Background: an optimization exercise with open tools, aiming at small area, a short achievable clock period and few clock cycles. Do not read the settings as production practice. In this exercise RTL edits were held to simulation tests only and were not proved equivalent to the original. Power is estimated from default activity; no workload was simulated.

===== design/flow/flow/run.sh =====
#!/bin/bash
# Standard layout, unchanged; full tool output goes to standard.log.
bash standard.sh > standard.log 2>&1

===== design/flow/standard.sh =====
#!/bin/bash
# synth_recipe.tcl (not shown) runs the flow's synth.tcl, then flattens the netlist and writes it again
# the make line also repeats each setting of config.mk as NAME=value (left out here)
make -C /OpenROAD-flow-scripts/flow DESIGN_CONFIG=/design/flow/config.mk WORK_HOME=/design/flow/orfs CLKGATE_MAP_FILE= SYNTH_SCRIPT=/design/flow/synth_recipe.tcl "${@:-finish}"

===== design/flow/config.mk =====
export PLATFORM = sky130hd
export DESIGN_NAME = cascaded_alu
export DESIGN_NICKNAME = cascaded_alu
export VERILOG_FILES = /design/flow/design.v
export SDC_FILE = /design/flow/constraint.sdc
export NUM_CORES = 4
export LEC_CHECK = 0
export CAP_MARGIN = 20
export CORE_MARGIN = 2
export CORE_UTILIZATION = 40
export SETUP_SLACK_MARGIN = 2.0
export SLEW_MARGIN = 20

===== design/flow/design.v =====
module cascaded_alu (A1, B1, op_sel, clk, rst, start_op, end_op, result);
    input  [15:0] A1;
    input  [15:0] B1;
    input  [2:0]  op_sel;
    input         clk;
    input         rst;
    input         start_op;
    output        end_op;
    output [31:0] result;
    localparam W = 4;
    localparam K = 16 / W;
    localparam N = 16 + W;
    function automatic [32:0] padd(input [31:0] x, input [31:0] y, input ci, input integer n);
        reg [31:0] g, p, h;
        reg [32:0] c;
        integer i, l, j;
        begin
            h = x ^ y;
            g = x & y;
            p = h;
            g[0] = g[0] | (p[0] & ci);
            for (l = 0; (1 << l) < n; l = l + 1)
                for (i = 0; i < n; i = i + 1)
                    if ((i >> l) & 1) begin
                        j = ((i >> l) << l) - 1;
                        g[i] = g[i] | (p[i] & g[j]);
                        p[i] = p[i] & p[j];
                    end
            c = {g, ci};
            padd = 33'd0;
            for (i = 0; i < n; i = i + 1)
                padd[i] = h[i] ^ c[i];
            padd[n] = c[n];
        end
    endfunction
    reg  [K:1]  s;       
    reg  [31:0] r;       
    wire mstart = start_op & (op_sel == 3'd0);
    always @(posedge clk)
        if (rst) s <= '0;
        else     s <= {s[K-1:1], mstart};
    reg [W-1:0] dig;
    integer i;
    always @* begin
        dig = {W{start_op}} & B1[W-1:0];
        for (i = 1; i < K; i = i + 1)
            dig = dig | ({W{s[i]}} & B1[i*W +: W]);
    end
    reg [N-1:0] cs_s, cs_c, row;
    reg [32:0]  tsum;
    integer j;
    always @* begin
        cs_s = {{W{1'b0}}, start_op ? 16'd0 : r[31:16]};
        cs_c = {N{1'b0}};
        for (j = 0; j < W; j = j + 1) begin
            row  = {{W{1'b0}}, A1 & {16{dig[j]}}} << j;
            {cs_s, cs_c} = {cs_s ^ cs_c ^ row,
                            ((cs_s & cs_c) | (cs_s & row) | (cs_c & row)) << 1};
        end
        tsum = padd(cs_s, cs_c, 1'b0, N);
    end
    always @(posedge clk)
        r <= {tsum[N-1:0], r[15:W]};
    wire d0  = (op_sel == 3'd0);
    wire dar = ~op_sel[2] & (op_sel[1] | op_sel[0]);
    wire sub = (op_sel == 3'd2);
    wire d4  = (op_sel == 3'd4);
    wire d5  = (op_sel == 3'd5);
    wire d6  = (op_sel == 3'd6);
    wire d7  = (op_sel == 3'd7);
    wire [32:0] asum = padd({16'd0, A1}, {16'd0, B1 ^ {16{sub}}}, op_sel[1], 16);
    wire        c16  = asum[16];
    wire [15:0] lo = ({16{d0}}  & r[15:0])
                   | ({16{dar}} & asum[15:0])
                   | ({16{d4}}  & (A1 | B1))
                   | ({16{d5}}  & (A1 & B1))
                   | ({16{d6}}  & (A1 ^ B1))
                   | ({16{d7}}  & ~B1);
    wire [15:0] hi = ({16{d0}}  & r[31:16])
                   | ({16{d7}}  & ~A1)
                   | {{15{sub & ~c16}}, dar & (c16 ^ sub)};
    assign result = {hi, lo};
    assign end_op = (start_op & ~d0) | s[K];
endmodule

===== design/flow/constraint.sdc =====
create_clock -name core_clock -period 7.5 [get_ports {clk}]
set_input_delay 1.5000 -clock core_clock [delete_from_list [all_inputs] [get_ports {clk}]]
set_output_delay 1.5000 -clock core_clock [all_outputs]
set_load 0.01 [all_outputs]

==> run notes <==
## per-stage QoR
| step | setup slack [ns] | instances |
|---|---|---|
| after floorplan | 1.59 | 708 |
| after global routing | 1.44 | 991 |
| final | 1.60 | 991 |
| after global placement | 0.586 | 941 |
| after detailed placement | 0.493 | 941 |
| after CTS | 1.59 | 975 |
## flip-flops by register name, indices dropped and copies added, names as in the netlist
| name | flops |
|---|---|
| r | 32 |
| s | 4 |
## cells by family (layout without fill, tap and decap cells)
family / after synthesis / after routing
DFF: 36 / 36
muxes: 5 / 5
AOI/OAI and AO/OA: 189 / 189
xor gates and xnor gates: 35 / 35
adders and majority gates: 134 / 134
buffers and inverters: 165 / 268
and+or+nand+nor: 144 / 144
## worst reg2reg max path, delay by kind of cell, from the launching register on
| family | cells | cell delay [ns] |
|---|---|---|
| adder cells (fa/ha/maj) | 6 | 2.40 |
| flip-flops | 1 | 0.45 |
| buffers and inverters | 8 | 0.77 |
| AO/OA/AOI/OAI | 6 | 0.87 |
## cells in the mapped netlist, types with 4 or more instances
library cell	number
inv_1	135
ha_1	80
a21oi_1	78
nand2_1	65
fa_1	54
o21ai_0	39
dfxtp_1	36
nor2_1	36
nor2b_1	24
xnor2_1	23
clkbuf_1	21
a22oi_1	12
xor2_1	12
a211oi_1	10
a21o_1	7
o211ai_1	7
buf_1	6
mux2i_1	5
nand2b_1	5
o21ai_1	5
a31oi_1	4
o22ai_1	4
## metal layers
layer / track usage [%] / vias up / share of wire (%)
li1: - / 2523 / -
met1: 30.6 / 2577 / 43
met2: 41.7 / 146 / 50
met3: 3.09 / 34 / 4.8
met4: 10.8 / 0 / 2.8
met5: 0 / - / 0
## timing repair
item	in CTS	in global routing
resized for setup	202	59
pin swaps	39	29
buffers inserted	26	16
endpoints found under the setup margin	48	36
## where the power goes
group	internal, mW	total [mW]	switching [mW]
Sequential	0.274	0.326	0.0516
Clock	0.123	0.217	0.0938
Combinational	0.370	0.802	0.432
Total	0.767	1.34	0.577
## area by class of cell
type | instances | share of cell area, %
inverters | 136 | 6.99
multi-input cells | 507 | 63.7
flip-flops and latches | 36 | 9.86
clock inverters | 3 | 0.257
clock buffers | 5 | 1.71
well taps | 180 | 3.08
repair buffers | 124 | 14.4
## worst max path at each step
| stage | startpoint | endpoint | slack, ns | depth (start not counted) |
|---|---|---|---|---|
| after global routing | op_sel[0] | result[9] | 1.44 | 18 |
| after detailed placement | B1[0] | r[28] | 0.49 | 19 |
| after floorplan | op_sel[2] | result[17] | 1.59 | 19 |
| after global placement | B1[0] | r[28] | 0.59 | 19 |
| final | op_sel[0] | result[9] | 1.60 | 18 |
| after CTS | op_sel[2] | result[9] | 1.59 | 18 |
## cells in the final DEF (no fill, tap or decap), types with 4 or more instances in the layout
master	count
a22oi_1	9
a21oi_2	10
fa_2	6
xnor2_1	21
a21oi_1	63
o21ai_2	6
ha_1	72
inv_2	10
buf_12	5
xor2_1	12
buf_6	13
a21oi_4	6
mux2i_1	5
nand2_1	61
buf_2	26
clkbuf_16	5
a21o_1	7
nand2b_1	4
clkbuf_2	6
dfxtp_1	36
inv_1	126
dlygate4sd2_1	13
buf_4	40
ha_4	7
nor2_1	32
o21ai_0	19
o211ai_1	7
o21ai_1	17
clkdlybuf4s50_1	12
nor2b_1	24
a211oi_1	9
fa_1	48
==> run notes <==
- The max-slew violation total from the final report is 0.
- The average instance in the mapped netlist occupies approximately 7.9 um^2.
- Counting flops with a built-in enable in the synthesized netlist gives 0.
- The final instance area is 7310 um^2.
- The post-CTS clock slew at the launch and capture registers of the worst setup and hold paths is 0.07 ns.
- After filler insertion, the fill cell instance count of the layout stands at 1,324.
- The clock passes through at most 2 buffers.
- Row generation in the floorplan step produced 43 rows.
- Along the worst path, the maximum fanout reaches 3.
- Summing every instance area after synthesis gives approximately 5600 um^2.
- The total buffers and inverters traversed by the critical path is 4.
- The final layout contains routed wiring with a total length of between 15,000 and 20,000 um.
- TritonCTS created 5 clock buffers.
- The worst IR drop on VDD is between 0.1 and 0.15 mV.
- The sink of the worst hold path is r[9].
- In the final routed layout, each cell accounts on average for about 18 um.
- In this run the remaining antenna-violating nets after routing total 0.
- The critical path in this run is classified as input port to primary output.
- The final hold slack is 0.355 ns.
- The sequential cells in the finished layout cover a total of about 720 um^2.
- The xor and xnor fraction of the mapped netlist area is 5.49%.
- The worst clock skew is 0.0114 ns.
- The max-slew headroom at the worst pin is between 50% and 60%.
- The floorplan step defined a die boundary enclosing 14,900 um^2.
- Summed over all cells, the static leakage comes to around 3.5 nW.
- Cells with a size suffix above 1 make up between 20% and 30% of the layout.
- The reg-to-reg startpoint is s[1].
- The final layout contains 982 nets.
- Derived from the worst setup path, the maximum achievable clock frequency is about 0.17 GHz.
- Counting distinct cell types in the post-synthesis netlist gives 47.
- The worst hold path was traced through 0 stages.
- At the worst endpoint, the required time is 6.00 ns.
- The sort of element at the start of the critical path is an input port.
- The highest cell delay on the worst timing path is 0.35 ns.
- Adding up every negative setup slack in the final design gives 0 ns.
- Clock tree synthesis found a total of 36 sinks.
- The aggregate global-route resource usage is between 20 and 25%.
- Counting flops and latches in the post-synthesis netlist gives 36.
- The area share of the largest cell type after synthesis is between 10% and 20%.
- The source-to-sink clock delay at the later pin of the worst-skew pair is 0.29 ns.
- In this run the worst hold path is classified as register to register.
- The repair_antennas step left the layout with diodes totalling 0.
- Routability-driven placement finished with a final weighted congestion of between 0.9 and 1.
- The post-route minimum period is 5.90 ns.
- The die is between 100 and 150 um tall.
- Counting every instance in the synthesized netlist gives 708.
- Detailed placement ended at an HPWL of 13,400 um.
- The overflow left after global routing is 0.
- The detailed router placed ~5,300 vias in this run.
- The cell sitting at the root of the clock tree is a clkbuf_16.
- In this run the number of H-tree levels came out at 2.
- Grouping stages by cell kind, the critical path spends the most delay in compound AO/OA/AOI/OAI gates.
- Data on the critical path arrives at its endpoint at ~4.4 ns.
- The basic-gate share of the synthesized area counting and, or, nand and nor cells is 11.9%.
- After detailed routing, the number of remaining DRC violations is 0.
- In the post-synthesis netlist, the biggest area contributors are fa_1 19%, ha_1 18%, dfxtp_1 13%.
- Summing the areas of all compound-gate instances in the mapped netlist gives between 20 and 25% of the synthesized area.
- The share of the cycle needed by the critical path after routing is between 70% and 80%.
- In the routed layout, each cell is associated on average with a via count of approximately 5.3.
- The area inside the core boundary is between 10,000 and 15,000 um^2.
- The largest net degree at the start of global routing is 52.
- The slowest library cell on the worst path is fa_2.
- The critical path goes through buf_6 > nor3_4 > xnor2_2 > fa_2 > inv_2 > fa_2 > a211oi_2 > buf_4 > o21ai_4 > a21oi_2 > nor2b_1 > nor2_1 > fa_2 > xor2_1 > a21oi_1 > o21ai_1 > o21ai_1 > buf_2.
- Across the run, the number of max-cap violations was 0.
- Summing the sequential cell areas from Yosys gives 12.9% of the chip area.
- The post-synthesis adder-cell area fraction is a little under two fifths.
- By instance count, the cell type seen most on the critical path is fa_2.
- The width of the die is around 120 um.
- The detailed router's first-iteration violation count is 329.
- Setup repair after global routing could not meet its margin everywhere.
- The number of cells on the worst reg-to-reg path is 20.
- The actual slew at the worst max-slew pin is 0.700 ns.
- The net count after synthesis is just under 900.
- Power spread over the standard cell area amounts to around 180 nW/um^2.
- The cell area reported after detailed placement is around 6600 um^2.
- The endpoint identified for the worst register-to-register timing path is r[28].
- In this run the count of I/O pins placed on the die edge is 71.
- The primary flip-flop cell chosen by synthesis mapping is dfxtp_1.
- The core utilization of the finished layout is between 50% and 60%.
- The area growth from synthesis to layout is 31.0%.
- The multi-input combinational cells in the finished layout cover a total of between 4000 and 5000 um^2.
- The launch point of the worst hold path is r[13].
- Input and output buffers added on the ports amount to 70.
- The run finished with no timing, DRC or antenna violations.
- The number of buffers added to fix hold violations after cts is 0.
- The slack of the worst reg-to-reg path is 2.90 ns.
- Once the floorplan was initialized, standard cells occupied 40.5% of the core.
- The number of antenna violations at the first check in global routing is 0.
- The dominant combinational cell family by area after synthesis is adder cells.
- The number of global-route vias before repair came to about 5,600.
- The number of endpoints with negative hold slack in the final report is 0.
- The sort of element at the end of the critical path is a primary output.
- In the synthesized netlist, mux cells make up less than 1% of the area.
- The first global-routing pass estimated about 28,000 um of wire.
- The count of endpoints failing setup in the final report is 0.
- The share of flip-flops with an asynchronous set or reset after synthesis is 0%.
- TritonCTS built the clock tree.
- The iteration count of the initial detailed-routing pass is 5.
- The largest area contributor in the synthesized netlist is fa_1.
- For this run, the number of Yosys warnings is 1.
- Overall power consumption after layout is estimated at 1.34 mW.
Testbench counts, summed over its fixed seeds: cycles 35,988.

==> separate check: timing with driven ports <==
The flow's constraints put no driver on any port. The routed layout listed below was extracted and timed again, unchanged, in two steps. Step 1 sets driving cells, clkbuf_16 on the clock port and buf_2 on the other inputs (assumed; they add their load-dependent delay and slew). Step 2 also shifts input and output timing later by t, the mid clock arrival at the registers, as if the neighbouring blocks saw the same clock. Three values: no drivers, after step 1, after step 2; two values: the first two.
t (ns): 0.326
slack for setup (ns): 1.605 / 1.569 / 1.569
latest minus earliest clock arrival (ns): 0.013 / 0.012
worst register clock-pin slew, ns: 0.07 / 0.07
pins driven straight from the clock port: 1
After both steps this run still meets setup and hold. The setup slack of this run moves by -0.036 ns with the drivers and by -0.036 ns with both steps.
